Context: an optimization exercise on an open-source flow, tuned for small area, a short achievable clock period and few clock cycles per item. The choices shown serve that exercise and are no tape-out recipe.
No functional check of the RTL was part of any run shown here.

==> flow/design.v (outline; a module is shown in full before it is edited, if it fits) <==
// module CPU: 646 lines
// module ksadd: 26 lines
// module booth17e: 447 lines
// module booth17enc: 14 lines
// module bkadd67: 266 lines
// module bkadd34: 133 lines
// module bkadd33: 131 lines
module CPU(
				clk,
			  rst_n,
		   IO_stall,
         awid_m_inf,
       awaddr_m_inf,
       awsize_m_inf,
      awburst_m_inf,
        awlen_m_inf,
      awvalid_m_inf,
      awready_m_inf,
        wdata_m_inf,
        wlast_m_inf,
       wvalid_m_inf,
       wready_m_inf,
          bid_m_inf,
        bresp_m_inf,
       bvalid_m_inf,
       bready_m_inf,
         arid_m_inf,
       araddr_m_inf,
        arlen_m_inf,
       arsize_m_inf,
      arburst_m_inf,
      arvalid_m_inf,
      arready_m_inf, 
          rid_m_inf,
        rdata_m_inf,
        rresp_m_inf,
        rlast_m_inf,
       rvalid_m_inf,
       rready_m_inf 
);
  // ...
==> flow/flow/run.sh <==
#!/bin/bash
# Standard layout, with timing repair aiming for a larger setup margin.
set -euo pipefail
bash standard.sh SETUP_SLACK_MARGIN=6 finish > standard_flow.log 2>&1
==> flow/standard.sh <==
#!/bin/bash
# synth_recipe.tcl (not shown) runs the flow's synth.tcl, then flattens the netlist and writes it again
# the make line also repeats each setting of config.mk as NAME=value (left out here)
make -C /OpenROAD-flow-scripts/flow DESIGN_CONFIG=/design/flow/config.mk WORK_HOME=/design/flow/orfs CLKGATE_MAP_FILE= SYNTH_SCRIPT=/design/flow/synth_recipe.tcl "${@:-finish}"
==> flow/config.mk <==
export PLATFORM = sky130hd
export DESIGN_NAME = CPU
export DESIGN_NICKNAME = CPU
export VERILOG_FILES = /design/flow/design.v
export SDC_FILE = /design/flow/constraint.sdc
export NUM_CORES = 8
export LEC_CHECK = 0
export CAP_MARGIN = 20
export CORE_MARGIN = 2
export CORE_UTILIZATION = 62.0
export CTS_CLUSTER_DIAMETER = 120
export CTS_CLUSTER_SIZE = 24
export PLACE_DENSITY = 0.75
export SETUP_SLACK_MARGIN = 5
export SLEW_MARGIN = 20
==> flow/constraint.sdc <==
create_clock -name core_clock -period 10.0 [get_ports {clk}]
set_input_delay 2.0000 -clock core_clock [delete_from_list [all_inputs] [get_ports {clk}]]
set_output_delay 2.0000 -clock core_clock [all_outputs]
set_load 0.01 [all_outputs]
==> impl_summary.log, run 1 <==
[metrics] vias in the first global route: 46,400
[metrics] final layout net count: between 6,000 and 7,000
[metrics] Reg-to-Reg End: rb_sel[1]
[metrics] dominant delay contributor by cell family on the critical path: compound AO/OA/AOI/OAI gates
[metrics] Global Route met2 Usage: 0.591
[metrics] R2R setup slack: roughly 5.8 ns
[metrics] total global routing overflow: 0
[metrics] sum of routed wire segments on met1: 76.1 mm
[metrics] transition at the pin with the smallest max-transition slack: between 1 and 1.5 ns
[metrics] Met2 Routed Length: 89.5 mm
[metrics] commonest cells after routing, fill and taps aside: sky130_fd_sc_hd__edfxtp_1, sky130_fd_sc_hd__nand2_1, sky130_fd_sc_hd__inv_1
[metrics] core footprint: between 90,000 and 100,000 µm²
[metrics] Post-Syn Area: a little over 60,000 µm²
[metrics] result of the run: finished clean
[metrics] Worst Path Class, Setup: flip-flop to flip-flop
[metrics] fraction of final layout cells with drive strength greater than 1: 0.144
[metrics] Die Outline Area: approximately 100,000 µm²
[metrics] maximum capacitance violations: 0
[metrics] series of cell instances along the critical path: buf_4, and4b_1, nand2_1, o211ai_1, a21oi_1, and4_4, a211oi_2, o211a_1, buf_12, mux2i_4, buf_4, nor3_2, a311o_2, nor4_2
[metrics] synth cell count leaders: sky130_fd_sc_hd__edfxtp_1, sky130_fd_sc_hd__nand2_1, sky130_fd_sc_hd__inv_1
[metrics] count of buffering cells on the critical path with inverters included: 3
[metrics] number of synthesized flops with an enable pin: 609
[metrics] CTS HTree Levels: 2
[metrics] count of sequential standard cells: 1,046
[metrics] worst clock skew: ~0.034 ns
[metrics] number of rows created at floorplan: 114
[metrics] final standard cell utilization of the core: 0.702
[metrics] Hold Crit Class: flip-flop to flip-flop
[metrics] Data buffer area share: 0.0550
[metrics] post-CTS sizing: roughly 250
[metrics] library cell used as clock root buffer: sky130_fd_sc_hd__clkbuf_16
[metrics] antenna violations before repair: 4
[metrics] Area Growth Syn to Fin: 12.1%
==> module CPU, before the edit <==
module CPU(
				clk,
			  rst_n,
		   IO_stall,
         awid_m_inf,
       awaddr_m_inf,
       awsize_m_inf,
      awburst_m_inf,
        awlen_m_inf,
      awvalid_m_inf,
      awready_m_inf,
        wdata_m_inf,
        wlast_m_inf,
       wvalid_m_inf,
       wready_m_inf,
          bid_m_inf,
        bresp_m_inf,
       bvalid_m_inf,
       bready_m_inf,
         arid_m_inf,
       araddr_m_inf,
        arlen_m_inf,
       arsize_m_inf,
      arburst_m_inf,
      arvalid_m_inf,
      arready_m_inf, 
          rid_m_inf,
        rdata_m_inf,
        rresp_m_inf,
        rlast_m_inf,
       rvalid_m_inf,
       rready_m_inf 
);
input  wire clk, rst_n;
output reg  IO_stall;
parameter ID_WIDTH = 4, ADDR_WIDTH = 32, DATA_WIDTH = 16, DRAM_NUMBER = 2, WRIT_NUMBER = 1;
output wire [WRIT_NUMBER * ID_WIDTH-1:0]      awid_m_inf;
output wire [WRIT_NUMBER * ADDR_WIDTH-1:0]  awaddr_m_inf;
output wire [WRIT_NUMBER * 3 -1:0]          awsize_m_inf;
output wire [WRIT_NUMBER * 2 -1:0]         awburst_m_inf;
output wire [WRIT_NUMBER * 7 -1:0]           awlen_m_inf;
output wire [WRIT_NUMBER-1:0]              awvalid_m_inf;
input  wire [WRIT_NUMBER-1:0]              awready_m_inf;
output wire [WRIT_NUMBER * DATA_WIDTH-1:0]   wdata_m_inf;
output wire [WRIT_NUMBER-1:0]                wlast_m_inf;
output wire [WRIT_NUMBER-1:0]               wvalid_m_inf;
input  wire [WRIT_NUMBER-1:0]               wready_m_inf;
input  wire [WRIT_NUMBER * ID_WIDTH-1:0]       bid_m_inf;
input  wire [WRIT_NUMBER * 2 -1:0]           bresp_m_inf;
input  wire [WRIT_NUMBER-1:0]               bvalid_m_inf;
output wire [WRIT_NUMBER-1:0]               bready_m_inf;
output wire [DRAM_NUMBER * ID_WIDTH-1:0]      arid_m_inf;
output wire [DRAM_NUMBER * ADDR_WIDTH-1:0]  araddr_m_inf;
output wire [DRAM_NUMBER * 7 -1:0]           arlen_m_inf;
output wire [DRAM_NUMBER * 3 -1:0]          arsize_m_inf;
output wire [DRAM_NUMBER * 2 -1:0]         arburst_m_inf;
output wire [DRAM_NUMBER-1:0]              arvalid_m_inf;
input  wire [DRAM_NUMBER-1:0]              arready_m_inf;
input  wire [DRAM_NUMBER * ID_WIDTH-1:0]       rid_m_inf;
input  wire [DRAM_NUMBER * DATA_WIDTH-1:0]   rdata_m_inf;
input  wire [DRAM_NUMBER * 2 -1:0]           rresp_m_inf;
input  wire [DRAM_NUMBER-1:0]                rlast_m_inf;
input  wire [DRAM_NUMBER-1:0]               rvalid_m_inf;
output wire [DRAM_NUMBER-1:0]               rready_m_inf;
assign awid_m_inf    = 4'd0;
assign awsize_m_inf  = 3'd1;
assign awburst_m_inf = 2'd1;
assign awlen_m_inf   = 7'd0;
assign wlast_m_inf   = 1'b1;       
assign bready_m_inf  = 1'b1;
assign arid_m_inf    = 8'd0;
assign arsize_m_inf  = {3'd1, 3'd1};
assign arburst_m_inf = {2'd1, 2'd1};
reg  [255:0] rfv;
reg  [15:0]  rv;
reg  [15:0]  wb_en;                
reg  [15:0]  wb_data;
reg  [15:0]  ra_sel, rb_sel, rd_sel;
genvar gi;
generate for (gi = 0; gi < 16; gi = gi + 1) begin : g_rf
    always @(posedge clk) if (wb_en[gi]) rfv[16*gi +: 16] <= wb_data;
end endgenerate
always @(posedge clk or negedge rst_n)
    if (!rst_n) rv <= 16'd0;
    else        rv <= rv | wb_en;
reg  [15:0] ra_raw, rb_raw;
integer ri;
always @(*) begin
    ra_raw = 16'd0;
    rb_raw = 16'd0;
    for (ri = 0; ri < 16; ri = ri + 1) begin
        ra_raw = ra_raw | ({16{ra_sel[ri]}} & rfv[16*ri +: 16]);
        rb_raw = rb_raw | ({16{rb_sel[ri]}} & rfv[16*ri +: 16]);
    end
end
wire [15:0] ra_val = ra_raw & {16{|(ra_sel & rv)}};
wire [15:0] rb_val = rb_raw & {16{|(rb_sel & rv)}};
reg         i_arvalid;
reg  [6:0]  i_arlen;
reg         i_rready;
reg  [7:0]  f_rem;         
reg  [7:0]  f_drop;        
reg         f_drain;       
reg  [10:0] f_addr;        
reg         q0v, q1v;
reg  [15:0] q0, q1;
reg  [10:0] ipc;           
reg         rdr;           
reg  [10:0] rdr_tgt;
wire [15:0] i_rdata  = rdata_m_inf[31:16];
wire        i_beat   = rvalid_m_inf[1] & i_rready;
wire [2:0]  op    = q0[15:13];
wire [3:0]  f_rt  = q0[8:5];
wire        f_fn  = q0[0];
wire [4:0]  f_imm = q0[4:0];
wire is_alu  = (op == 3'd0) | (op == 3'd1 & ~f_fn);
wire is_mul  = (op == 3'd1) & f_fn;
wire is_ld   = (op == 3'd2);
wire is_st   = (op == 3'd3);
wire is_br   = (op == 3'd4);
wire is_det  = (op == 3'd7);
wire is_nop  = (op == 3'd5) | (op == 3'd6);
reg  [15:0] busy, kill;
wire [15:0] busy_rd = busy & ~kill;
wire bz_rs  = |(busy_rd & ra_sel);
wire bz_rt  = |(busy_rd & rb_sel);
wire bzw_rt = |(busy & rb_sel);
wire bz_rd  = |(busy & rd_sel);
reg         x_alu, x_sub, x_slt;
reg  [15:0] x_rd;
reg  [16:0] ma, mb;
wire [15:0] alu_sum;
ksadd #(16, 5) u_alu (.a(ma[15:0]), .b(mb[15:0] ^ {16{x_sub}}), .ci(x_sub), .s(alu_sum));
wire        alu_lt  = (ma[15] != mb[15]) ? ma[15] : alu_sum[15];
wire [15:0] alu_res = x_slt ? {15'd0, alu_lt} : alu_sum;
wire        xw_rs   = x_alu & |(x_rd & ra_sel);
wire        xw_rt   = x_alu & |(x_rd & rb_sel);
wire        br_eq   = (ra_val == rb_val);
wire [10:0] ls_addr;
ksadd #(11, 4) u_lsa (.a(ra_val[10:0]), .b({{6{f_imm[4]}}, f_imm}), .ci(1'b0), .s(ls_addr));
wire [10:0] br_tgt  = ipc + 11'd1 + {{6{f_imm[4]}}, f_imm};
reg  [33:0] ms, mc;
reg  [8:0]  bd_one, bd_two, bd_neg;    
reg  [66:0] mp;
reg  [32:0] mq;            
wire [33:0] bs, bc;
booth17e u_mul (.a(ma), .d_one(bd_one), .d_two(bd_two), .d_neg(bd_neg), .s(bs), .c(bc));
wire [33:0] prod;
bkadd34 u_prod (.a(ms), .b(mc), .ci(1'b0), .s(prod));
reg         a_v, s_v, p_v;
reg  [1:0]  a_kind, s_kind, p_kind;
reg         a_first, s_first, p_first;
reg  [1:0]  a_sh, s_sh;
reg         a_buf, s_buf, p_buf;
reg  [3:0]  a_tag, s_tag, p_tag;
wire        p_mul   = p_v & (p_kind == 2'd3);    
wire [15:0] p_oh    = 16'd1 << p_tag;
wire [15:0] pmask   = p_mul ? p_oh : 16'd0;
wire        pw_rs   = p_mul & |(p_oh & ra_sel);
wire        pw_rt   = p_mul & |(p_oh & rb_sel);
wire [15:0] ra_fwd  = xw_rs ? alu_res : pw_rs ? mp[15:0] : ra_val;
wire [15:0] rb_fwd  = xw_rt ? alu_res : pw_rt ? mp[15:0] : rb_val;
wire bzd_rs = |(busy_rd & ~pmask & ra_sel);
wire bzd_rt = |(busy_rd & ~pmask & rb_sel);
wire [15:0] dec_ptag = 16'd1 << p_tag;
wire        p_mulwb = p_mul;                   
wire [15:0] mul_pend = ((a_v & (a_kind == 2'd3)) ? (16'd1 << a_tag) : 16'd0)
                     | ((s_v & (s_kind == 2'd3)) ? (16'd1 << s_tag) : 16'd0)
                     | (p_mul ? dec_ptag : 16'd0);
reg         dt_on;         
reg         dt_sat;        
reg  [2:0]  dt_ph;         
reg  [6:0]  dt_slot;
reg  [3:0]  dt_cnt;
reg  [3:0]  nx_ra, nx_rb;
reg  [1:0]  dt_kind, dt_sh, nx_kind, nx_sh;
reg         dt_first, dt_ha, dt_hb, dt_buf, nx_first, nx_ha, nx_hb, nx_buf;
reg         dt_v, nx_v;
wire [6:0]  dt_nslot;        
always @(*) begin
    nx_ra = 4'd0; nx_rb = 4'd0; nx_kind = 2'd0; nx_first = 1'b0;
    nx_ha = 1'b0; nx_hb = 1'b0; nx_sh = 2'd0; nx_buf = 1'b0; nx_v = 1'b1;
    case (dt_nslot)
        7'd0: begin nx_ra = 4'd0; nx_rb = 4'd5; nx_kind = 2'd0; nx_first = 1'b1; nx_ha = 1'b0; nx_hb = 1'b0; nx_sh = 2'd0; nx_buf = 1'b0; end
        7'd1: begin nx_ra = 4'd1; nx_rb = 4'd4; nx_kind = 2'd0; nx_first = 1'b0; nx_ha = 1'b0; nx_hb = 1'b0; nx_sh = 2'd0; nx_buf = 1'b0; end
        7'd2: begin nx_ra = 4'd10; nx_rb = 4'd15; nx_kind = 2'd1; nx_first = 1'b1; nx_ha = 1'b0; nx_hb = 1'b0; nx_sh = 2'd0; nx_buf = 1'b0; end
        7'd3: begin nx_ra = 4'd11; nx_rb = 4'd14; nx_kind = 2'd1; nx_first = 1'b0; nx_ha = 1'b0; nx_hb = 1'b0; nx_sh = 2'd0; nx_buf = 1'b0; end
        7'd4: begin nx_ra = 4'd0; nx_rb = 4'd6; nx_kind = 2'd0; nx_first = 1'b1; nx_ha = 1'b0; nx_hb = 1'b0; nx_sh = 2'd0; nx_buf = 1'b1; end
        7'd5: begin nx_ra = 4'd2; nx_rb = 4'd4; nx_kind = 2'd0; nx_first = 1'b0; nx_ha = 1'b0; nx_hb = 1'b0; nx_sh = 2'd0; nx_buf = 1'b1; end
        7'd6: begin nx_ra = 4'd11; nx_rb = 4'd13; nx_kind = 2'd1; nx_first = 1'b1; nx_ha = 1'b0; nx_hb = 1'b0; nx_sh = 2'd0; nx_buf = 1'b1; end
        7'd7: begin nx_ra = 4'd9; nx_rb = 4'd15; nx_kind = 2'd1; nx_first = 1'b0; nx_ha = 1'b0; nx_hb = 1'b0; nx_sh = 2'd0; nx_buf = 1'b1; end
        7'd8: begin nx_ra = 4'd0; nx_rb = 4'd0; nx_kind = 2'd2; nx_first = 1'b0; nx_ha = 1'b1; nx_hb = 1'b1; nx_sh = 2'd2; nx_buf = 1'b0; end
        7'd9: begin nx_ra = 4'd0; nx_rb = 4'd7; nx_kind = 2'd0; nx_first = 1'b1; nx_ha = 1'b0; nx_hb = 1'b0; nx_sh = 2'd0; nx_buf = 1'b0; end
        7'd10: begin nx_ra = 4'd3; nx_rb = 4'd4; nx_kind = 2'd0; nx_first = 1'b0; nx_ha = 1'b0; nx_hb = 1'b0; nx_sh = 2'd0; nx_buf = 1'b0; end
        7'd11: begin nx_ra = 4'd9; nx_rb = 4'd14; nx_kind = 2'd1; nx_first = 1'b1; nx_ha = 1'b0; nx_hb = 1'b0; nx_sh = 2'd0; nx_buf = 1'b0; end
        7'd12: begin nx_ra = 4'd10; nx_rb = 4'd13; nx_kind = 2'd1; nx_first = 1'b0; nx_ha = 1'b0; nx_hb = 1'b0; nx_sh = 2'd0; nx_buf = 1'b0; end
        7'd13: begin nx_ra = 4'd0; nx_rb = 4'd0; nx_kind = 2'd2; nx_first = 1'b0; nx_ha = 1'b1; nx_hb = 1'b1; nx_sh = 2'd2; nx_buf = 1'b1; end
        7'd14: begin nx_ra = 4'd1; nx_rb = 4'd6; nx_kind = 2'd0; nx_first = 1'b1; nx_ha = 1'b0; nx_hb = 1'b0; nx_sh = 2'd0; nx_buf = 1'b1; end
        7'd15: begin nx_ra = 4'd2; nx_rb = 4'd5; nx_kind = 2'd0; nx_first = 1'b0; nx_ha = 1'b0; nx_hb = 1'b0; nx_sh = 2'd0; nx_buf = 1'b1; end
        7'd16: begin nx_ra = 4'd8; nx_rb = 4'd15; nx_kind = 2'd1; nx_first = 1'b1; nx_ha = 1'b0; nx_hb = 1'b0; nx_sh = 2'd0; nx_buf = 1'b1; end
        7'd17: begin nx_ra = 4'd11; nx_rb = 4'd12; nx_kind = 2'd1; nx_first = 1'b0; nx_ha = 1'b0; nx_hb = 1'b0; nx_sh = 2'd0; nx_buf = 1'b1; end
        7'd18: begin nx_ra = 4'd0; nx_rb = 4'd0; nx_kind = 2'd2; nx_first = 1'b0; nx_ha = 1'b1; nx_hb = 1'b1; nx_sh = 2'd2; nx_buf = 1'b0; end
        7'd19: begin nx_ra = 4'd1; nx_rb = 4'd7; nx_kind = 2'd0; nx_first = 1'b1; nx_ha = 1'b0; nx_hb = 1'b0; nx_sh = 2'd0; nx_buf = 1'b0; end
        7'd20: begin nx_ra = 4'd3; nx_rb = 4'd5; nx_kind = 2'd0; nx_first = 1'b0; nx_ha = 1'b0; nx_hb = 1'b0; nx_sh = 2'd0; nx_buf = 1'b0; end
        7'd21: begin nx_ra = 4'd10; nx_rb = 4'd12; nx_kind = 2'd1; nx_first = 1'b1; nx_ha = 1'b0; nx_hb = 1'b0; nx_sh = 2'd0; nx_buf = 1'b0; end
        7'd22: begin nx_ra = 4'd8; nx_rb = 4'd14; nx_kind = 2'd1; nx_first = 1'b0; nx_ha = 1'b0; nx_hb = 1'b0; nx_sh = 2'd0; nx_buf = 1'b0; end
        7'd23: begin nx_ra = 4'd0; nx_rb = 4'd0; nx_kind = 2'd2; nx_first = 1'b0; nx_ha = 1'b1; nx_hb = 1'b1; nx_sh = 2'd2; nx_buf = 1'b1; end
        7'd24: begin nx_ra = 4'd2; nx_rb = 4'd7; nx_kind = 2'd0; nx_first = 1'b1; nx_ha = 1'b0; nx_hb = 1'b0; nx_sh = 2'd0; nx_buf = 1'b1; end
        7'd25: begin nx_ra = 4'd3; nx_rb = 4'd6; nx_kind = 2'd0; nx_first = 1'b0; nx_ha = 1'b0; nx_hb = 1'b0; nx_sh = 2'd0; nx_buf = 1'b1; end
        7'd26: begin nx_ra = 4'd8; nx_rb = 4'd13; nx_kind = 2'd1; nx_first = 1'b1; nx_ha = 1'b0; nx_hb = 1'b0; nx_sh = 2'd0; nx_buf = 1'b1; end
        7'd27: begin nx_ra = 4'd9; nx_rb = 4'd12; nx_kind = 2'd1; nx_first = 1'b0; nx_ha = 1'b0; nx_hb = 1'b0; nx_sh = 2'd0; nx_buf = 1'b1; end
        7'd28: begin nx_ra = 4'd0; nx_rb = 4'd0; nx_kind = 2'd2; nx_first = 1'b0; nx_ha = 1'b1; nx_hb = 1'b1; nx_sh = 2'd2; nx_buf = 1'b0; end
        7'd29: begin nx_ra = 4'd0; nx_rb = 4'd5; nx_kind = 2'd0; nx_first = 1'b1; nx_ha = 1'b0; nx_hb = 1'b0; nx_sh = 2'd0; nx_buf = 1'b0; end
        7'd30: begin nx_ra = 4'd1; nx_rb = 4'd4; nx_kind = 2'd0; nx_first = 1'b0; nx_ha = 1'b0; nx_hb = 1'b0; nx_sh = 2'd0; nx_buf = 1'b0; end
        7'd31: begin nx_ra = 4'd0; nx_rb = 4'd0; nx_kind = 2'd2; nx_first = 1'b0; nx_ha = 1'b1; nx_hb = 1'b1; nx_sh = 2'd2; nx_buf = 1'b1; end
        7'd32: begin nx_ra = 4'd10; nx_rb = 4'd15; nx_kind = 2'd1; nx_first = 1'b1; nx_ha = 1'b0; nx_hb = 1'b0; nx_sh = 2'd0; nx_buf = 1'b0; end
        7'd33: begin nx_ra = 4'd11; nx_rb = 4'd14; nx_kind = 2'd1; nx_first = 1'b0; nx_ha = 1'b0; nx_hb = 1'b0; nx_sh = 2'd0; nx_buf = 1'b0; end
        7'd34: begin nx_ra = 4'd0; nx_rb = 4'd6; nx_kind = 2'd0; nx_first = 1'b1; nx_ha = 1'b0; nx_hb = 1'b0; nx_sh = 2'd0; nx_buf = 1'b1; end
        7'd35: begin nx_ra = 4'd2; nx_rb = 4'd4; nx_kind = 2'd0; nx_first = 1'b0; nx_ha = 1'b0; nx_hb = 1'b0; nx_sh = 2'd0; nx_buf = 1'b1; end
        7'd36: begin nx_ra = 4'd11; nx_rb = 4'd13; nx_kind = 2'd1; nx_first = 1'b1; nx_ha = 1'b0; nx_hb = 1'b0; nx_sh = 2'd0; nx_buf = 1'b1; end
        7'd37: begin nx_ra = 4'd9; nx_rb = 4'd15; nx_kind = 2'd1; nx_first = 1'b0; nx_ha = 1'b0; nx_hb = 1'b0; nx_sh = 2'd0; nx_buf = 1'b1; end
        7'd38: begin nx_ra = 4'd0; nx_rb = 4'd0; nx_kind = 2'd2; nx_first = 1'b0; nx_ha = 1'b0; nx_hb = 1'b0; nx_sh = 2'd0; nx_buf = 1'b0; end
        7'd39: begin nx_ra = 4'd0; nx_rb = 4'd0; nx_kind = 2'd2; nx_first = 1'b0; nx_ha = 1'b1; nx_hb = 1'b0; nx_sh = 2'd1; nx_buf = 1'b0; end
        7'd40: begin nx_ra = 4'd0; nx_rb = 4'd0; nx_kind = 2'd2; nx_first = 1'b0; nx_ha = 1'b0; nx_hb = 1'b1; nx_sh = 2'd1; nx_buf = 1'b0; end
        7'd41: begin nx_ra = 4'd0; nx_rb = 4'd7; nx_kind = 2'd0; nx_first = 1'b1; nx_ha = 1'b0; nx_hb = 1'b0; nx_sh = 2'd0; nx_buf = 1'b0; end
        7'd42: begin nx_ra = 4'd3; nx_rb = 4'd4; nx_kind = 2'd0; nx_first = 1'b0; nx_ha = 1'b0; nx_hb = 1'b0; nx_sh = 2'd0; nx_buf = 1'b0; end
        7'd43: begin nx_ra = 4'd9; nx_rb = 4'd14; nx_kind = 2'd1; nx_first = 1'b1; nx_ha = 1'b0; nx_hb = 1'b0; nx_sh = 2'd0; nx_buf = 1'b0; end
        7'd44: begin nx_ra = 4'd10; nx_rb = 4'd13; nx_kind = 2'd1; nx_first = 1'b0; nx_ha = 1'b0; nx_hb = 1'b0; nx_sh = 2'd0; nx_buf = 1'b0; end
        7'd45: begin nx_ra = 4'd0; nx_rb = 4'd0; nx_kind = 2'd2; nx_first = 1'b0; nx_ha = 1'b0; nx_hb = 1'b0; nx_sh = 2'd0; nx_buf = 1'b1; end
        7'd46: begin nx_ra = 4'd0; nx_rb = 4'd0; nx_kind = 2'd2; nx_first = 1'b0; nx_ha = 1'b1; nx_hb = 1'b0; nx_sh = 2'd1; nx_buf = 1'b1; end
        7'd47: begin nx_ra = 4'd0; nx_rb = 4'd0; nx_kind = 2'd2; nx_first = 1'b0; nx_ha = 1'b0; nx_hb = 1'b1; nx_sh = 2'd1; nx_buf = 1'b1; end
        7'd48: begin nx_ra = 4'd1; nx_rb = 4'd6; nx_kind = 2'd0; nx_first = 1'b1; nx_ha = 1'b0; nx_hb = 1'b0; nx_sh = 2'd0; nx_buf = 1'b1; end
        7'd49: begin nx_ra = 4'd2; nx_rb = 4'd5; nx_kind = 2'd0; nx_first = 1'b0; nx_ha = 1'b0; nx_hb = 1'b0; nx_sh = 2'd0; nx_buf = 1'b1; end
        7'd50: begin nx_ra = 4'd8; nx_rb = 4'd15; nx_kind = 2'd1; nx_first = 1'b1; nx_ha = 1'b0; nx_hb = 1'b0; nx_sh = 2'd0; nx_buf = 1'b1; end
        7'd51: begin nx_ra = 4'd11; nx_rb = 4'd12; nx_kind = 2'd1; nx_first = 1'b0; nx_ha = 1'b0; nx_hb = 1'b0; nx_sh = 2'd0; nx_buf = 1'b1; end
        7'd52: begin nx_ra = 4'd0; nx_rb = 4'd0; nx_kind = 2'd2; nx_first = 1'b0; nx_ha = 1'b0; nx_hb = 1'b0; nx_sh = 2'd0; nx_buf = 1'b0; end
        7'd53: begin nx_ra = 4'd0; nx_rb = 4'd0; nx_kind = 2'd2; nx_first = 1'b0; nx_ha = 1'b1; nx_hb = 1'b0; nx_sh = 2'd1; nx_buf = 1'b0; end
        7'd54: begin nx_ra = 4'd0; nx_rb = 4'd0; nx_kind = 2'd2; nx_first = 1'b0; nx_ha = 1'b0; nx_hb = 1'b1; nx_sh = 2'd1; nx_buf = 1'b0; end
        7'd55: begin nx_ra = 4'd1; nx_rb = 4'd7; nx_kind = 2'd0; nx_first = 1'b1; nx_ha = 1'b0; nx_hb = 1'b0; nx_sh = 2'd0; nx_buf = 1'b0; end
        7'd56: begin nx_ra = 4'd3; nx_rb = 4'd5; nx_kind = 2'd0; nx_first = 1'b0; nx_ha = 1'b0; nx_hb = 1'b0; nx_sh = 2'd0; nx_buf = 1'b0; end
        7'd57: begin nx_ra = 4'd10; nx_rb = 4'd12; nx_kind = 2'd1; nx_first = 1'b1; nx_ha = 1'b0; nx_hb = 1'b0; nx_sh = 2'd0; nx_buf = 1'b0; end
        7'd58: begin nx_ra = 4'd8; nx_rb = 4'd14; nx_kind = 2'd1; nx_first = 1'b0; nx_ha = 1'b0; nx_hb = 1'b0; nx_sh = 2'd0; nx_buf = 1'b0; end
        7'd59: begin nx_ra = 4'd0; nx_rb = 4'd0; nx_kind = 2'd2; nx_first = 1'b0; nx_ha = 1'b0; nx_hb = 1'b0; nx_sh = 2'd0; nx_buf = 1'b1; end
        7'd60: begin nx_ra = 4'd0; nx_rb = 4'd0; nx_kind = 2'd2; nx_first = 1'b0; nx_ha = 1'b1; nx_hb = 1'b0; nx_sh = 2'd1; nx_buf = 1'b1; end
        7'd61: begin nx_ra = 4'd0; nx_rb = 4'd0; nx_kind = 2'd2; nx_first = 1'b0; nx_ha = 1'b0; nx_hb = 1'b1; nx_sh = 2'd1; nx_buf = 1'b1; end
        7'd62: begin nx_ra = 4'd2; nx_rb = 4'd7; nx_kind = 2'd0; nx_first = 1'b1; nx_ha = 1'b0; nx_hb = 1'b0; nx_sh = 2'd0; nx_buf = 1'b1; end
        7'd63: begin nx_ra = 4'd3; nx_rb = 4'd6; nx_kind = 2'd0; nx_first = 1'b0; nx_ha = 1'b0; nx_hb = 1'b0; nx_sh = 2'd0; nx_buf = 1'b1; end
        7'd64: begin nx_ra = 4'd8; nx_rb = 4'd13; nx_kind = 2'd1; nx_first = 1'b1; nx_ha = 1'b0; nx_hb = 1'b0; nx_sh = 2'd0; nx_buf = 1'b1; end
        7'd65: begin nx_ra = 4'd9; nx_rb = 4'd12; nx_kind = 2'd1; nx_first = 1'b0; nx_ha = 1'b0; nx_hb = 1'b0; nx_sh = 2'd0; nx_buf = 1'b1; end
        7'd66: begin nx_ra = 4'd0; nx_rb = 4'd0; nx_kind = 2'd2; nx_first = 1'b0; nx_ha = 1'b0; nx_hb = 1'b0; nx_sh = 2'd0; nx_buf = 1'b0; end
        7'd67: begin nx_ra = 4'd0; nx_rb = 4'd0; nx_kind = 2'd2; nx_first = 1'b0; nx_ha = 1'b1; nx_hb = 1'b0; nx_sh = 2'd1; nx_buf = 1'b0; end
        7'd68: begin nx_ra = 4'd0; nx_rb = 4'd0; nx_kind = 2'd2; nx_first = 1'b0; nx_ha = 1'b0; nx_hb = 1'b1; nx_sh = 2'd1; nx_buf = 1'b0; end
        7'd69: begin nx_ra = 4'd0; nx_rb = 4'd0; nx_kind = 2'd2; nx_first = 1'b0; nx_ha = 1'b0; nx_hb = 1'b0; nx_sh = 2'd0; nx_buf = 1'b1; end
        7'd70: begin nx_ra = 4'd0; nx_rb = 4'd0; nx_kind = 2'd2; nx_first = 1'b0; nx_ha = 1'b1; nx_hb = 1'b0; nx_sh = 2'd1; nx_buf = 1'b1; end
        7'd71: begin nx_ra = 4'd0; nx_rb = 4'd0; nx_kind = 2'd2; nx_first = 1'b0; nx_ha = 1'b0; nx_hb = 1'b1; nx_sh = 2'd1; nx_buf = 1'b1; end
        default: ;
    endcase
end
reg  [32:0] t0, b0, t1, b1;      
reg  [66:0] acc;
wire [32:0] t_sel = dt_buf ? t1 : t0;
wire [32:0] b_sel = dt_buf ? b1 : b0;
wire [16:0] ch_a  = dt_ha ? t_sel[32:16] : {1'b0, t_sel[15:0]};
wire [16:0] ch_b  = dt_hb ? b_sel[32:16] : {1'b0, b_sel[15:0]};
wire dt_issue = dt_on & (dt_ph == 3'd0) & ~dt_sat;
wire [32:0] x_new;
bkadd33 u_minor (.a(mq), .b(~mp[32:0]), .ci(1'b1), .s(x_new));
wire [66:0] acc_sum;
bkadd67 u_acc (.a(acc), .b(mp), .ci(1'b0), .s(acc_sum));
wire        sat_ok  = (&acc[66:15]) | ~(|acc[66:15]);
wire [15:0] det_res = sat_ok ? acc[15:0] : (acc[66] ? 16'h8000 : 16'h7fff);
reg  [10:0] dm_addr;       
reg         d_arvalid;
reg         la1_v;         
reg  [10:0] la1;
reg  [1:0]  ld_cnt;        
reg  [3:0]  ld_tag0, ld_tag1;
reg         md_v;          
reg  [15:0] md;
reg  [3:0]  md_tag;
reg         d_rready;
reg         d_awvalid, d_wvalid;
reg  [1:0]  st_ph;         
reg  [10:0] st_addr;
reg  [15:0] wd;
assign awaddr_m_inf  = {20'd1, st_addr, 1'b0};
assign arvalid_m_inf = {i_arvalid, d_arvalid};
assign araddr_m_inf  = {20'd1, f_addr, 1'b0, 20'd1, dm_addr, 1'b0};
assign arlen_m_inf   = {i_arlen, 7'd0};
assign rready_m_inf  = {i_rready, d_rready};
assign awvalid_m_inf = d_awvalid;
assign wdata_m_inf   = wd;
assign wvalid_m_inf  = d_wvalid;
wire d_beat = rvalid_m_inf[0] & d_rready;
wire s_mul  = s_v & (s_kind == 2'd3);      
wire hz_alu = bzd_rs | bzd_rt | s_mul | |(mul_pend & rd_sel);
wire hz_mul = bzd_rs | bzd_rt | bz_rd;
wire hz_ld  = bz_rs | bzw_rt | ld_cnt[1] | xw_rs;
wire hz_st  = bz_rs | bzd_rt | xw_rs;
wire hz_br  = bz_rs | bz_rt | xw_rs | xw_rt;
reg  [3:0] rc;
reg        rc_full, rc_z;      
wire       q0ok    = q0v & ~rc_full & ~rdr;
wire st_wpend = st_ph[0] | (st_ph == 2'd2);
wire go_alu = q0ok & is_alu & ~hz_alu;
wire go_mul = q0ok & is_mul & ~hz_mul;
wire go_ld  = q0ok & is_ld  & ~hz_ld;
wire go_st  = q0ok & is_st  & ~hz_st & (st_ph == 2'd0) & rc_z;
wire go_br  = q0ok & is_br  & ~hz_br;
wire go_nop = q0ok & is_nop;
wire go_det = q0ok & is_det & ~dt_on;
wire dt_pause = dt_v & (dt_kind != 2'd2) & (bzd_rs | bzd_rt);
wire dt_adv   = dt_issue & ~dt_pause;
wire st_done = (st_ph == 2'd3) & bvalid_m_inf;
wire dt_early = dt_issue & (dt_slot == 7'd35) & ~((&acc[66:51]) | ~(|acc[66:51]));
wire dt_done = dt_on & ((dt_ph == 3'd4) | dt_sat) & ~p_mulwb & ~busy_rd[0];
wire pop   = go_alu | go_mul | go_ld | go_br | go_nop | go_st | dt_done;
wire taken = go_br & br_eq & (f_imm != 5'd0);
wire inc   = go_alu | go_mul | go_ld | go_br | go_nop | dt_done;
wire ret   = (st_ph == 2'd0) ? (~rc_z | inc) : st_done;
wire [3:0] rc_n = rc + {3'd0, inc} - {3'd0, ret & (st_ph == 2'd0)};
wire [15:0] dec_md   = 16'd1 << md_tag;
wire [15:0] dec_ld0  = 16'd1 << ld_tag0;
wire        k_md     = |(dec_md & kill);
wire        k_ld0    = |(dec_ld0 & kill);
wire wb_busy = p_mulwb | x_alu | dt_done;
wire md_wb   = md_v & ~wb_busy & ~k_md;
wire rd_wb   = d_beat & ~md_v & ~wb_busy & ~k_ld0;
wire md_kl   = md_v & k_md;
wire rd_kl   = d_beat & ~md_v & k_ld0;
always @(*) begin
    if (p_mulwb)      begin wb_en = dec_ptag; wb_data = mp[15:0]; end
    else if (x_alu)   begin wb_en = x_rd;     wb_data = alu_res;  end
    else if (dt_done) begin wb_en = 16'd1;    wb_data = det_res;  end
    else if (md_v)    begin wb_en = md_wb ? dec_md : 16'd0; wb_data = md; end
    else              begin wb_en = rd_wb ? dec_ld0 : 16'd0; wb_data = rdata_m_inf[15:0]; end
end
wire [15:0] set_mul = go_mul ? rd_sel : 16'd0;
wire [15:0] set_ld  = go_ld  ? rb_sel : 16'd0;
wire [15:0] clr_mul = p_mul ? dec_ptag : 16'd0;
wire [15:0] clr_md  = (md_wb | md_kl) ? dec_md : 16'd0;
wire [15:0] clr_rd  = (rd_wb | rd_kl) ? dec_ld0 : 16'd0;
wire [15:0] set_kl  = go_alu ? (rd_sel & busy & ~clr_mul & ~clr_md & ~clr_rd) : 16'd0;
always @(posedge clk or negedge rst_n)
    if (!rst_n) begin
        busy <= 16'd0;
        kill <= 16'd0;
    end else begin
        busy <= (busy & ~clr_mul & ~clr_md & ~clr_rd) | set_mul | set_ld;
        kill <= ((kill & ~clr_mul & ~clr_md & ~clr_rd) | set_kl) & ~set_mul & ~set_ld;
    end
always @(posedge clk or negedge rst_n)
    if (!rst_n) begin
        IO_stall <= 1'b1;
        rc       <= 4'd0;
        rc_full  <= 1'b0;
        rc_z     <= 1'b1;
    end else begin
        IO_stall <= ~ret;
        rc       <= rc_n;
        rc_full  <= (rc_n == 4'd15);
        rc_z     <= (rc_n == 4'd0);
    end
wire        rem_z   = (f_rem == 8'd0);
wire        rem_1   = (f_rem == 8'd1);
wire        drop_z  = (f_drop == 8'd0);
wire        push    = i_beat & drop_z;
wire [7:0]  rem_n   = f_rem - {7'd0, i_beat};
wire        end_n   = rem_z | (rem_1 & i_beat);    
wire [10:0] f_addr_1 = f_addr + 11'd1;
wire [10:0] ipc_1   = ipc + 11'd1;
reg  [10:0] rd_d;
reg         rdr_imm1;
wire        rd_inb  = ~rem_z & ({1'b0, rd_d} < {4'd0, f_rem});
wire        rd_q1   = q1v & rdr_imm1;
wire [10:0] tgt_d   = br_tgt - f_addr;
always @(posedge clk) begin
    if (taken) begin
        rd_d     <= i_beat ? tgt_d - 11'd1 : tgt_d;
        rdr_imm1 <= (f_imm == 5'd1);
    end
end
wire        hold_ar = q0v & is_br;
reg  [7:0]  drop_n;
reg         q0v_n, q1v_n, drain_n, q0_beat, q0_q1, q1_beat, new_ar;
reg  [10:0] sa, ipc_n;
always @(*) begin
    drop_n  = f_drop - {7'd0, i_beat & ~drop_z};
    drain_n = f_drain;
    q0v_n   = q0v;
    q1v_n   = q1v;
    q0_beat = 1'b0;
    q0_q1   = 1'b0;
    q1_beat = 1'b0;
    ipc_n   = ipc;
    sa      = f_drain ? rdr_tgt : (i_beat ? f_addr_1 : f_addr);
    new_ar  = end_n & ~hold_ar;
    if (rdr & ~rd_q1) begin
        q0v_n = 1'b0;
        q1v_n = 1'b0;
        ipc_n = rdr_tgt;
        new_ar = end_n;
        if (rd_inb) begin
            if (i_beat) begin
                if (rd_d == 11'd0) begin q0v_n = 1'b1; q0_beat = 1'b1; drop_n = 8'd0; end
                else drop_n = {1'b0, rd_d[6:0]} - 8'd1;
            end else drop_n = {1'b0, rd_d[6:0]};
        end else begin
            drop_n  = rem_n;
            drain_n = 1'b1;
            sa      = rdr_tgt;
        end
    end else if (pop | rdr) begin
        ipc_n = ipc_1;
        if (q1v) begin q0_q1 = 1'b1; q0v_n = 1'b1; q1v_n = push; q1_beat = push; end
        else     begin q0v_n = push; q0_beat = push; q1v_n = 1'b0; end
    end else if (push) begin
        if (!q0v) begin q0_beat = 1'b1; q0v_n = 1'b1; end
        else      begin q1_beat = 1'b1; q1v_n = 1'b1; end
    end
    if (new_ar) drain_n = 1'b0;
end
wire [6:0]  sa_len  = (sa[10:7] == 4'hf) ? ~sa[6:0] : 7'd127;
always @(posedge clk) begin
    if (q0_beat)     q0 <= i_rdata;
    else if (q0_q1)  q0 <= q1;
    if (q1_beat)     q1 <= i_rdata;
    if (taken)       rdr_tgt <= br_tgt;
end
always @(posedge clk or negedge rst_n) begin
    if (!rst_n) begin
        i_arvalid <= 1'b0;
        i_arlen   <= 7'd0;
        i_rready  <= 1'b0;
        f_rem     <= 8'd0;
        f_drop    <= 8'd0;
        f_drain   <= 1'b0;
        f_addr    <= 11'd0;
        q0v       <= 1'b0;
        q1v       <= 1'b0;
        ipc       <= 11'd0;
        rdr       <= 1'b0;
    end else begin
        rdr <= taken;
        ipc <= ipc_n;
        if (i_arvalid & arready_m_inf[1]) i_arvalid <= 1'b0;
        if (new_ar) begin                   
            i_arvalid <= 1'b1;
            i_arlen   <= sa_len;
            f_addr    <= sa;
            f_rem     <= {1'b0, sa_len} + 8'd1;
        end else begin
            if (i_beat) f_addr <= f_addr_1;
            f_rem   <= rem_n;
        end
        f_drain  <= drain_n;
        f_drop   <= drop_n;
        q0v      <= q0v_n;
        q1v      <= q1v_n;
        i_rready <= (drop_n != 8'd0) | ~(q0v_n & q1v_n);
    end
end
wire dt_issue_n = go_det | (dt_adv & (dt_slot != 7'd71) & ~dt_done);
always @(posedge clk) begin
    if (dt_issue_n) begin
        ra_sel <= 16'd1 << nx_ra;
        rb_sel <= 16'd1 << nx_rb;
    end else if (q0_beat) begin
        ra_sel <= 16'd1 << i_rdata[12:9];
        rb_sel <= 16'd1 << i_rdata[8:5];
    end else if (q0_q1) begin
        ra_sel <= 16'd1 << q1[12:9];
        rb_sel <= 16'd1 << q1[8:5];
    end
    if (q0_beat)    rd_sel <= 16'd1 << i_rdata[4:1];
    else if (q0_q1) rd_sel <= 16'd1 << q1[4:1];
end
wire [8:0] chb_one, chb_two, chb_neg, rbf_one, rbf_two, rbf_neg;
booth17enc u_enc_ch (.b(ch_b), .d_one(chb_one), .d_two(chb_two), .d_neg(chb_neg));
booth17enc u_enc_rb (.b({rb_fwd[15], rb_fwd}), .d_one(rbf_one), .d_two(rbf_two), .d_neg(rbf_neg));
always @(posedge clk) begin
    if (dt_adv & (dt_kind == 2'd2)) begin
        ma <= ch_a;
        mb <= ch_b;
        bd_one <= chb_one; bd_two <= chb_two; bd_neg <= chb_neg;
    end else begin
        ma <= {ra_fwd[15], ra_fwd};
        mb <= {rb_fwd[15], rb_fwd};
        bd_one <= rbf_one; bd_two <= rbf_two; bd_neg <= rbf_neg;
    end
    x_rd  <= rd_sel;
    x_sub <= f_fn | (op == 3'd1);
    x_slt <= (op == 3'd1);
    ms <= bs;
    mc <= bc;
    if (dt_on & (dt_ph == 3'd2)) mp <= {58'd0, q0[8:0]};       
    else case (s_sh)
        2'd0:    mp <= {{33{prod[33]}}, prod};
        2'd1:    mp <= {{17{prod[33]}}, prod, 16'd0};
        default: mp <= {prod[33], prod, 32'd0};
    endcase
    a_kind  <= dt_adv ? dt_kind : 2'd3;
    a_first <= dt_adv & dt_first;
    a_sh    <= dt_adv ? dt_sh : 2'd0;
    a_buf   <= dt_buf;
    a_tag   <= q0[4:1];
    s_kind <= a_kind; s_first <= a_first; s_sh <= a_sh; s_buf <= a_buf; s_tag <= a_tag;
    p_kind <= s_kind; p_first <= s_first; p_buf <= s_buf; p_tag <= s_tag;
end
always @(posedge clk or negedge rst_n)
    if (!rst_n) begin a_v <= 1'b0; s_v <= 1'b0; p_v <= 1'b0; x_alu <= 1'b0; end
    else        begin a_v <= go_mul | (dt_adv & dt_v); s_v <= a_v; p_v <= s_v; x_alu <= go_alu; end
always @(posedge clk) begin
    if (p_v & p_first) mq <= mp[32:0];
    if (p_v & ~p_first & (p_kind[1] == 1'b0)) begin
        case ({p_buf, p_kind[0]})
            2'b00: t0 <= x_new;
            2'b01: b0 <= x_new;
            2'b10: t1 <= x_new;
            2'b11: b1 <= x_new;
        endcase
    end
    if (go_det)                                acc <= 67'd0;
    else if (p_v & (p_kind == 2'd2))           acc <= acc_sum;
    else if (dt_on & (dt_ph == 3'd2) & (dt_cnt != 4'd0))
                                               acc <= {acc[66], acc[66], acc[66:2]};
    else if (dt_on & (dt_ph == 3'd3))          acc <= acc_sum;
end
assign dt_nslot = go_det ? 7'd0 : dt_slot + 7'd1;
always @(posedge clk) begin
    if (go_det | dt_adv) begin
        dt_kind <= nx_kind; dt_first <= nx_first;
        dt_ha <= nx_ha; dt_hb <= nx_hb; dt_sh <= nx_sh; dt_buf <= nx_buf; dt_v <= nx_v;
    end
end
always @(posedge clk or negedge rst_n) begin
    if (!rst_n) begin
        dt_on   <= 1'b0;
        dt_ph   <= 3'd0;
        dt_slot <= 7'd0;
        dt_cnt  <= 4'd0;
        dt_sat  <= 1'b0;
    end else begin
        dt_sat <= ~go_det & ~dt_done & (dt_sat | dt_early);
        if (go_det) begin
            dt_on   <= 1'b1;
            dt_ph   <= 3'd0;
            dt_slot <= 7'd0;
        end else if (dt_done) begin
            dt_on   <= 1'b0;
            dt_ph   <= 3'd0;
        end else if (dt_on) begin
            case (dt_ph)
                3'd0: if (dt_adv) begin
                    dt_slot <= dt_slot + 7'd1;
                    if (dt_slot == 7'd71) begin dt_ph <= 3'd1; dt_cnt <= 4'd2; end
                end
                3'd1: begin        
                    dt_cnt <= dt_cnt - 4'd1;
                    if (dt_cnt == 4'd0) begin dt_ph <= 3'd2; dt_cnt <= q0[12:9]; end
                end
                3'd2: begin        
                    dt_cnt <= dt_cnt - 4'd1;
                    if (dt_cnt == 4'd0) dt_ph <= 3'd3;
                end
                3'd3: dt_ph <= 3'd4;
                default: ;         
            endcase
        end
    end
end
wire d_arhs = d_arvalid & arready_m_inf[0];
reg  d_arq, d_arh, la1_h;
wire a_free = ~d_arq | d_arhs;
wire [1:0] ld_cnt_n = ld_cnt + {1'b0, go_ld} - {1'b0, d_beat};
reg  [1:0] st_lw;
wire [1:0] st_lw_n = st_lw - {1'b0, d_beat & (st_lw != 2'd0)};
always @(posedge clk) begin
    if (go_st) st_addr <= ls_addr;
    if (go_st) wd <= rb_fwd;
    if (d_beat & ~rd_wb & ~rd_kl) begin md <= rdata_m_inf[15:0]; md_tag <= ld_tag0; end
    if (a_free) begin
        if (la1_v)      dm_addr <= la1;
        else if (go_ld) dm_addr <= ls_addr;
    end
    if (go_ld & ~(a_free & ~la1_v)) la1 <= ls_addr;
    if (d_beat) begin
        ld_tag0 <= (go_ld & (ld_cnt == 2'd1)) ? f_rt : ld_tag1;
        ld_tag1 <= f_rt;
    end else if (go_ld) begin
        if (ld_cnt == 2'd0) ld_tag0 <= f_rt;
        else                ld_tag1 <= f_rt;
    end
end
always @(posedge clk or negedge rst_n) begin
    if (!rst_n) begin
        d_arvalid <= 1'b0;
        d_arq     <= 1'b0;
        d_arh     <= 1'b0;
        la1_v     <= 1'b0;
        la1_h     <= 1'b0;
        ld_cnt    <= 2'd0;
        md_v      <= 1'b0;
        d_rready  <= 1'b0;
        d_awvalid <= 1'b0;
        d_wvalid  <= 1'b0;
        st_ph     <= 2'd0;
        st_lw     <= 2'd0;
    end else begin : dport
        reg md_v_n, arq_n, arh_n;
        if (a_free) begin
            if (la1_v) begin
                arq_n = 1'b1; arh_n = la1_h & st_wpend;
                la1_v <= go_ld; la1_h <= st_wpend;
            end else if (go_ld) begin
                arq_n = 1'b1; arh_n = st_wpend;
            end else begin
                arq_n = 1'b0; arh_n = 1'b0;
            end
        end else begin
            arq_n = 1'b1; arh_n = d_arh & st_wpend;
            if (go_ld) begin la1_v <= 1'b1; la1_h <= st_wpend; end
            else la1_h <= la1_h & st_wpend;
        end
        d_arq     <= arq_n;
        d_arh     <= arh_n;
        d_arvalid <= arq_n & ~arh_n;
        ld_cnt <= ld_cnt_n;
        st_lw  <= go_st ? (ld_cnt - {1'b0, d_beat}) : st_lw_n;
        md_v_n = (md_v & ~md_wb & ~md_kl) | (d_beat & ~rd_wb & ~rd_kl);
        md_v     <= md_v_n;
        d_rready <= ~md_v_n;
        case (st_ph)
            2'd0: if (go_st) begin d_awvalid <= 1'b1; st_ph <= 2'd1; end
            2'd1: if (awready_m_inf) begin
                      d_awvalid <= 1'b0; st_ph <= 2'd2;
                      d_wvalid  <= (st_lw_n == 2'd0);
                  end
            2'd2: if (d_wvalid) begin
                      if (wready_m_inf) begin d_wvalid <= 1'b0; st_ph <= 2'd3; end
                  end else if (st_lw_n == 2'd0) d_wvalid <= 1'b1;
            2'd3: if (bvalid_m_inf) st_ph <= 2'd0;
        endcase
    end
end
endmodule
==> run 2, diff against run 1 <==
--- a/flow/design.v
+++ b/flow/design.v
@@ -102,8 +102,8 @@
 reg  [7:0]  f_drop;        
 reg         f_drain;       
 reg  [10:0] f_addr;        
-reg         q0v, q1v;
-reg  [15:0] q0, q1;
+reg         q0v;
+reg  [15:0] q0;
 reg  [10:0] ipc;           
 reg         rdr;           
 reg  [10:0] rdr_tgt;
@@ -266,7 +266,7 @@
 wire [32:0] x_new;
 bkadd33 u_minor (.a(mq), .b(~mp[32:0]), .ci(1'b1), .s(x_new));
 wire [66:0] acc_sum;
-bkadd67 u_acc (.a(acc), .b(mp), .ci(1'b0), .s(acc_sum));
+ksadd #(67, 7) u_acc (.a(acc), .b(mp), .ci(1'b0), .s(acc_sum));
 wire        sat_ok  = (&acc[66:15]) | ~(|acc[66:15]);
 wire [15:0] det_res = sat_ok ? acc[15:0] : (acc[66] ? 16'h8000 : 16'h7fff);
 reg  [10:0] dm_addr;       
@@ -361,6 +361,9 @@
         rc_full  <= (rc_n == 4'd15);
         rc_z     <= (rc_n == 4'd0);
     end
+reg  [15:0] ib0, ib1;
+reg         ib_rp;
+reg  [1:0]  ib_cnt;
 wire        rem_z   = (f_rem == 8'd0);
 wire        rem_1   = (f_rem == 8'd1);
 wire        drop_z  = (f_drop == 8'd0);
@@ -368,36 +371,45 @@
 wire [7:0]  rem_n   = f_rem - {7'd0, i_beat};
 wire        end_n   = rem_z | (rem_1 & i_beat);    
 wire [10:0] f_addr_1 = f_addr + 11'd1;
-wire [10:0] ipc_1   = ipc + 11'd1;
 reg  [10:0] rd_d;
-reg         rdr_imm1;
+reg  [4:0]  rdr_k;
 wire        rd_inb  = ~rem_z & ({1'b0, rd_d} < {4'd0, f_rem});
-wire        rd_q1   = q1v & rdr_imm1;
+wire        rd_jmp  = q0v & (rdr_k[4:2] == 3'd0) & (rdr_k[1:0] != 2'd0) & (rdr_k[1:0] <= ib_cnt);
 wire [10:0] tgt_d   = br_tgt - f_addr;
 always @(posedge clk) begin
     if (taken) begin
-        rd_d     <= i_beat ? tgt_d - 11'd1 : tgt_d;
-        rdr_imm1 <= (f_imm == 5'd1);
+        rd_d  <= i_beat ? tgt_d - 11'd1 : tgt_d;
+        rdr_k <= f_imm;
     end
 end
 wire        hold_ar = q0v & is_br;
+wire        q_adv   = (pop & ~rdr) | (rdr & rd_jmp);
+wire [1:0]  adv     = rdr ? rdr_k[1:0] : 2'd1;
+wire        rd_idx  = ib_rp + adv[0] - 1'b1;
+reg  [15:0] ib_rd;
+always @(*) begin
+    ib_rd = rd_idx ? ib1 : ib0;
+end
 reg  [7:0]  drop_n;
-reg         q0v_n, q1v_n, drain_n, q0_beat, q0_q1, q1_beat, new_ar;
+reg  [1:0]  cnt_n;
+reg         rp_n;
+reg         q0v_n, drain_n, q0_beat, q0_ib, ib_push, new_ar;
 reg  [10:0] sa, ipc_n;
 always @(*) begin
     drop_n  = f_drop - {7'd0, i_beat & ~drop_z};
     drain_n = f_drain;
     q0v_n   = q0v;
-    q1v_n   = q1v;
+    cnt_n   = ib_cnt;
+    rp_n    = ib_rp;
     q0_beat = 1'b0;
-    q0_q1   = 1'b0;
-    q1_beat = 1'b0;
+    q0_ib   = 1'b0;
+    ib_push = 1'b0;
     ipc_n   = ipc;
     sa      = f_drain ? rdr_tgt : (i_beat ? f_addr_1 : f_addr);
     new_ar  = end_n & ~hold_ar;
-    if (rdr & ~rd_q1) begin
+    if (rdr & ~rd_jmp) begin
         q0v_n = 1'b0;
-        q1v_n = 1'b0;
+        cnt_n = 2'd0;
         ipc_n = rdr_tgt;
         new_ar = end_n;
         if (rd_inb) begin
@@ -410,21 +422,32 @@
             drain_n = 1'b1;
             sa      = rdr_tgt;
         end
-    end else if (pop | rdr) begin
-        ipc_n = ipc_1;
-        if (q1v) begin q0_q1 = 1'b1; q0v_n = 1'b1; q1v_n = push; q1_beat = push; end
-        else     begin q0v_n = push; q0_beat = push; q1v_n = 1'b0; end
+    end else if (q_adv) begin
+        ipc_n = ipc + {9'd0, adv};
+        if (ib_cnt >= adv) begin
+            q0_ib  = 1'b1;
+            q0v_n  = 1'b1;
+            rp_n   = ib_rp + adv[0];
+            cnt_n  = ib_cnt - adv + {1'd0, push};
+            ib_push = push;
+        end else begin                       
+            q0v_n  = push;
+            q0_beat = push;
+            cnt_n  = 2'd0;
+        end
     end else if (push) begin
         if (!q0v) begin q0_beat = 1'b1; q0v_n = 1'b1; end
-        else      begin q1_beat = 1'b1; q1v_n = 1'b1; end
+        else      begin ib_push = 1'b1; cnt_n = ib_cnt + 2'd1; end
     end
     if (new_ar) drain_n = 1'b0;
 end
 wire [6:0]  sa_len  = (sa[10:7] == 4'hf) ? ~sa[6:0] : 7'd127;
+wire        ib_wp   = ib_rp + ib_cnt[0];
 always @(posedge clk) begin
     if (q0_beat)     q0 <= i_rdata;
-    else if (q0_q1)  q0 <= q1;
-    if (q1_beat)     q1 <= i_rdata;
+    else if (q0_ib)  q0 <= ib_rd;
+    if (ib_push & ~ib_wp) ib0 <= i_rdata;
+    if (ib_push & ib_wp)  ib1 <= i_rdata;
     if (taken)       rdr_tgt <= br_tgt;
 end
 always @(posedge clk or negedge rst_n) begin
@@ -437,7 +460,8 @@
         f_drain   <= 1'b0;
         f_addr    <= 11'd0;
         q0v       <= 1'b0;
-        q1v       <= 1'b0;
+        ib_cnt    <= 2'd0;
+        ib_rp     <= 1'b0;
         ipc       <= 11'd0;
         rdr       <= 1'b0;
     end else begin
@@ -456,8 +480,9 @@
         f_drain  <= drain_n;
         f_drop   <= drop_n;
         q0v      <= q0v_n;
-        q1v      <= q1v_n;
-        i_rready <= (drop_n != 8'd0) | ~(q0v_n & q1v_n);
+        ib_cnt   <= cnt_n;
+        ib_rp    <= rp_n;
+        i_rready <= (drop_n != 8'd0) | ~(q0v_n & (cnt_n == 2'd2));
     end
 end
 wire dt_issue_n = go_det | (dt_adv & (dt_slot != 7'd71) & ~dt_done);
@@ -468,12 +493,12 @@
     end else if (q0_beat) begin
         ra_sel <= 16'd1 << i_rdata[12:9];
         rb_sel <= 16'd1 << i_rdata[8:5];
-    end else if (q0_q1) begin
-        ra_sel <= 16'd1 << q1[12:9];
-        rb_sel <= 16'd1 << q1[8:5];
+    end else if (q0_ib) begin
+        ra_sel <= 16'd1 << ib_rd[12:9];
+        rb_sel <= 16'd1 << ib_rd[8:5];
     end
     if (q0_beat)    rd_sel <= 16'd1 << i_rdata[4:1];
-    else if (q0_q1) rd_sel <= 16'd1 << q1[4:1];
+    else if (q0_ib) rd_sel <= 16'd1 << ib_rd[4:1];
 end
 wire [8:0] chb_one, chb_two, chb_neg, rbf_one, rbf_two, rbf_neg;
 booth17enc u_enc_ch (.b(ch_b), .d_one(chb_one), .d_two(chb_two), .d_neg(chb_neg));
==> run 2 against run 1 <==
Still clean. Non-clock buffer count is 36 higher. Sequential share of layout area shrank 0.84 points. Register-to-register slack improved by 0.15 ns. Design area rose by 4.3%. Global-route usage rose by 0.40 points. Critical endpoint is now b1[32].
==> impl_summary.log, run 2 <==
[metrics] CTS HTree Levels: 2 (unchanged)
[metrics] maximum root-to-sink buffer count: 3 (unchanged)
[metrics] sum of negative setup slack: 0 ns (unchanged)
[metrics] maximum number of pins on one net before global-route repair: 81 (was 101)
[metrics] most common cell after layout, fill and taps aside: sky130_fd_sc_hd__edfxtp_1 (unchanged)
[metrics] Detailed Place HPWL: 141 mm (was 134 mm)
[metrics] Reg clk slew, reported paths: 0.09 ns (was 0.10 ns)
[metrics] worst clock skew: 0.0410 ns (was 0.0340 ns)
[metrics] CTS buffer count: 50 (unchanged)
[metrics] number of violations reported at the end of detailed-routing iteration 0: 7,969 (was 7,197)
[metrics] number of buffers inserted by port buffering: 103 (unchanged)
[metrics] Warnings, synthesis: 4 (was 3)
[metrics] Die Outline Area: 104,000 µm² (was 100,000 µm²)
[metrics] number of max-slew violations in the final report: 0 (unchanged)
[metrics] sort of element at the end of the critical path: flip-flop (unchanged)
[metrics] number of rows created at floorplan: 116 (was 114)
[metrics] highest net fanout along the worst path: 4 (was 9)
[metrics] syn avg cell area: 10.3 µm² (was 10.6 µm²)
[metrics] Final Hold Viols: 0 (unchanged)
[metrics] share of Yosys cell area claimed by the top area cell type: 0.301 (was 0.302)
[metrics] chip height: 322 µm (was 317 µm)
[metrics] most used flip-flop cell after synthesis: sky130_fd_sc_hd__edfxtp_1 (unchanged)
[metrics] post-synthesis sequential area ratio: 0.452 (was 0.458)
[metrics] Starting Density: 0.626 (was 0.627)
[metrics] achievable clock frequency: 244 MHz (was 235 MHz)
[metrics] Worst Path Class, Setup: flip-flop to flip-flop (unchanged)
[metrics] die width: 322 µm (was 317 µm)
[metrics] cell accounting for the most synthesized area: sky130_fd_sc_hd__edfxtp_1 (unchanged)
[metrics] synth cell count leaders: sky130_fd_sc_hd__edfxtp_1, sky130_fd_sc_hd__nand2_1, sky130_fd_sc_hd__nor2_1 (was sky130_fd_sc_hd__edfxtp_1, sky130_fd_sc_hd__nand2_1, sky130_fd_sc_hd__inv_1)
[metrics] Avg WL per Cell: 28.1 µm (was 28.9 µm)
[metrics] TritonCTS clock tree: built (unchanged)
[metrics] Placement Cell Area: 65,200 µm² (was 62,800 µm²)
[metrics] maximum capacitance violations: 0 (unchanged)
[metrics] top cells by area in the synthesized netlist: sky130_fd_sc_hd__edfxtp_1, sky130_fd_sc_hd__dfxtp_1, sky130_fd_sc_hd__dfrtp_1 (was sky130_fd_sc_hd__edfxtp_1, sky130_fd_sc_hd__dfxtp_1, sky130_fd_sc_hd__fa_1)
[metrics] final layout net count: 6,690 (was 6,276)
[metrics] result of the run: finished clean (unchanged)
[metrics] DRT antenna net count: 0 (unchanged)
[metrics] most frequently used cell type in the post-synthesis netlist: sky130_fd_sc_hd__edfxtp_1 (unchanged)
[metrics] total global routing overflow: 0 (unchanged)
[metrics] vias in the first global route: 48,500 (was 46,400)
[metrics] Largest Register: rfv (unchanged)
[metrics] Regs by FF count: rfv (256), acc (67), mp (66) (unchanged)
[metrics] gp weighted congestion: 0.997 (was 1.02)
[metrics] clock latency on the worst-skew pair: 0.72 ns (was 0.70 ns)
[metrics] crit-path max cell delay: 0.40 ns (was 0.51 ns)
[metrics] Finished Cell Area: 70,900 µm² (was 67,900 µm²)
[metrics] transition at the pin with the smallest max-transition slack: 1.24 ns (was 1.09 ns)
[metrics] Largest register FFs: 256 (unchanged)
[metrics] startpoint kind of the worst setup timing path: flip-flop (unchanged)
[metrics] number of synthesized flops with an enable pin: 629 (was 609)
[metrics] series of cell instances along the critical path: clkinvlp_4, buf_6, ha_4, a21o_1, a21oi_4, o211ai_1, a21oi_2, o21ai_2, o41a_1, a221oi_2, o21ai_2, o41ai_2, nor2_1, a211oi_2, fa_2, xnor2_2, xnor2_2 (was buf_4, and4b_1, nand2_1, o211ai_1, a21oi_1, and4_4, a211oi_2, o211a_1, buf_12, mux2i_4, buf_4, nor3_2, a311o_2, nor4_2)
[metrics] first-pass GRT wire length: 309 mm (was 295 mm)
[metrics] library cell used as clock root buffer: sky130_fd_sc_hd__clkbuf_16 (unchanged)
[metrics] part of the cycle the worst path needs: 0.410 (was 0.425)
[metrics] count of buffering cells on the critical path with inverters included: 2 (was 3)
[metrics] CP max stage cell: sky130_fd_sc_hd__dfxtp_4 (was sky130_fd_sc_hd__a311o_2)
[metrics] per-cell via count in the routed design: 6.81 (was 6.94)
[metrics] final standard cell utilization of the core: 0.706 (was 0.702)
[metrics] Min Clock Period, post-route: 4.10 ns (was 4.25 ns)
[metrics] R2R setup slack: 5.90 ns (was 5.75 ns)
[metrics] overall via count from detail_route: 52,000 (was 49,300)
[metrics] commonest cells after routing, fill and taps aside: sky130_fd_sc_hd__edfxtp_1, sky130_fd_sc_hd__nand2_1, sky130_fd_sc_hd__inv_1 (unchanged)
[metrics] fraction of registers with async set or reset after synthesis: 0.134 (was 0.135)
[metrics] length of the first detailed-routing pass in iterations: 9 (was 7)
[metrics] setup repair after global routing missed its margin: yes (unchanged)
[metrics] I/O pin count: 230 (unchanged)
[metrics] DRC violations left: 0 (unchanged)
[metrics] global routing usage summed across all routing layers: 0.400 (was 0.396)
[metrics] flip-flop and latch count after synthesis: 1,068 (was 1,046)
[metrics] arrival time at the worst endpoint: 4.53 ns (was 4.75 ns)
[metrics] Area Growth Syn to Fin: 12.8% (was 12.1%)
[metrics] Num Clock Sinks: 1,068 (was 1,046)
[metrics] antenna violations before repair: 7 (was 4)
[metrics] headroom to the max-slew limit: 0.171 (was 0.273)
[metrics] required time worst endpoint: 10.43 ns (was 10.50 ns)
[metrics] Hold Crit Class: flip-flop to flip-flop (unchanged)
[metrics] core footprint: 100,000 µm² (was 96,700 µm²)
[metrics] dominant delay contributor by cell family on the critical path: compound AO/OA/AOI/OAI gates (unchanged)
[metrics] filler cell count in the final layout: 7,239 (was 7,062)
[metrics] final WL: 214 mm (was 205 mm)
[metrics] number of setup violations in the final report: 0 (unchanged)
[metrics] Mapped Cells: 6,116 (was 5,694)
[metrics] Post-Syn Area: 62,800 µm² (was 60,600 µm²)
[metrics] fraction of final layout cells with drive strength greater than 1: 0.135 (was 0.144)
[metrics] distinct cell type count of the synthesized netlist: 113 (was 110)
## run 2: changes by cell type in the layout (fill, tap and decap cells not counted), moves of 20 or more
cell,before,now
sky130_fd_sc_hd__xor2_1,136,156
sky130_fd_sc_hd__nor2_1,312,360
sky130_fd_sc_hd__nand2_1,415,459
sky130_fd_sc_hd__fa_1,169,139
sky130_fd_sc_hd__nor4_2,29,8
sky130_fd_sc_hd__o21ai_0,190,237
sky130_fd_sc_hd__a21oi_1,198,338
sky130_fd_sc_hd__edfxtp_1,609,629
sky130_fd_sc_hd__o211ai_1,57,27
sky130_fd_sc_hd__nand2b_1,24,53
sky130_fd_sc_hd__mux2_2,59,35
sky130_fd_sc_hd__buf_12,24,44
## run 2: path summary, 6_finish.rpt
kind	start	end	cells past startpoint
max in group asynchronous	rst_n	la1_v	2
hold reg to reg	a_sh[1]	s_sh[1]	0
hold / removal	a_sh[1]	s_sh[1]	0
setup / recovery	mp[1]	b1[32]	17
min in group asynchronous	rst_n	st_ph[1]	1
setup reg to reg	mp[1]	b1[32]	17
## run 2: kinds of logic (layout without fill, tap and decap cells)
logic type	count (synthesis)	in the layout	share of synthesized area
fa+ha+maj	404	404	0.0975
simple gates	1550	1554	0.123
other cells	2	109	0.000120
xor+xnor	398	399	0.0555
compound gates	1707	1708	0.185
buf+inv	854	895	0.0585
flops	1068	1068	0.452
mux	133	133	0.0286
## run 2: final cells by class
cell class / instances / area, µm² / area share
Clock buffer: 87 / 1430 / 0.0202
Sequential cell: 1068 / 28500 / 0.402
Inverter: 381 / 1460 / 0.0206
Timing Repair Buffer: 423 / 4450 / 0.0628
Multi-Input combinational cell: 4304 / 33300 / 0.470
Antenna cell: 3 / 7.51 / 0.000106
Clock inverter: 4 / 40.0 / 0.000565
Tap cell: 1357 / 1700 / 0.0240
## run 2: layer usage
layer / wire length, µm / global-route usage / vias to the layer above
li1: - / - / 22500
met1: 80900 / 0.546 / 25000
met2: 90500 / 0.583 / 3742
met3: 28300 / 0.100 / 770
met4: 14600 / 0.226 / 6
met5: 35 / 0 / -
## run 2: metrics by stage
| stage | setup slack [ns] | hold slack, ns | cells |
|---|---|---|---|
| after global routing | 5.81 | 0.338 | 7624 |
| after CTS | 5.91 | 0.334 | 7542 |
| after detailed placement | 4.49 | 0.312 | 7334 |
| after floorplan | 5.53 | 0.310 | 6220 |
| final | 5.90 | 0.334 | 7627 |
| after global placement | 4.48 | 0.311 | 7331 |
## run 2: what timing repair did
action / CTS / global route
setup buffers: 106 / 73
gates cloned: 11 / 9
gates resized for setup: 262 / 227
pin swaps: 67 / 79
hold buffers: 0 / 0
endpoints found under the setup margin: 773 / 558

==> port drivers added, routing unchanged <==
In the flow no input, the clock included, has a driving cell. The finished layouts below were timed again as built, in two steps.
Step 1 assumes that a clkbuf_16 drives the clock port and a buf_2 every other input.
Step 2 moves the port delays by t, midway between the first and last clock arrival at a register: inputs arrive t later, outputs are due t later. That takes back most of the time a late clock gives input paths.
a / b / c = ideal ports / drivers / drivers and shift; a / b = the first two.
run	shift t [ns]	setup slack, ns	worst setup path after step 2	slew at the worst register clock pin (ns)	worst data-port slew with drivers (ns)
run 1	0.756	5.751 / 5.751 / 5.319	input to register	0.11 / 0.11	0.05
run 2	0.776	5.902 / 5.902 / 5.328	input to register	0.11 / 0.11	0.08
After both steps setup and hold are still met in every run listed. The setup slack of run 2, which loses most, moves by 0.000 ns with the drivers and by -0.574 ns with both steps.
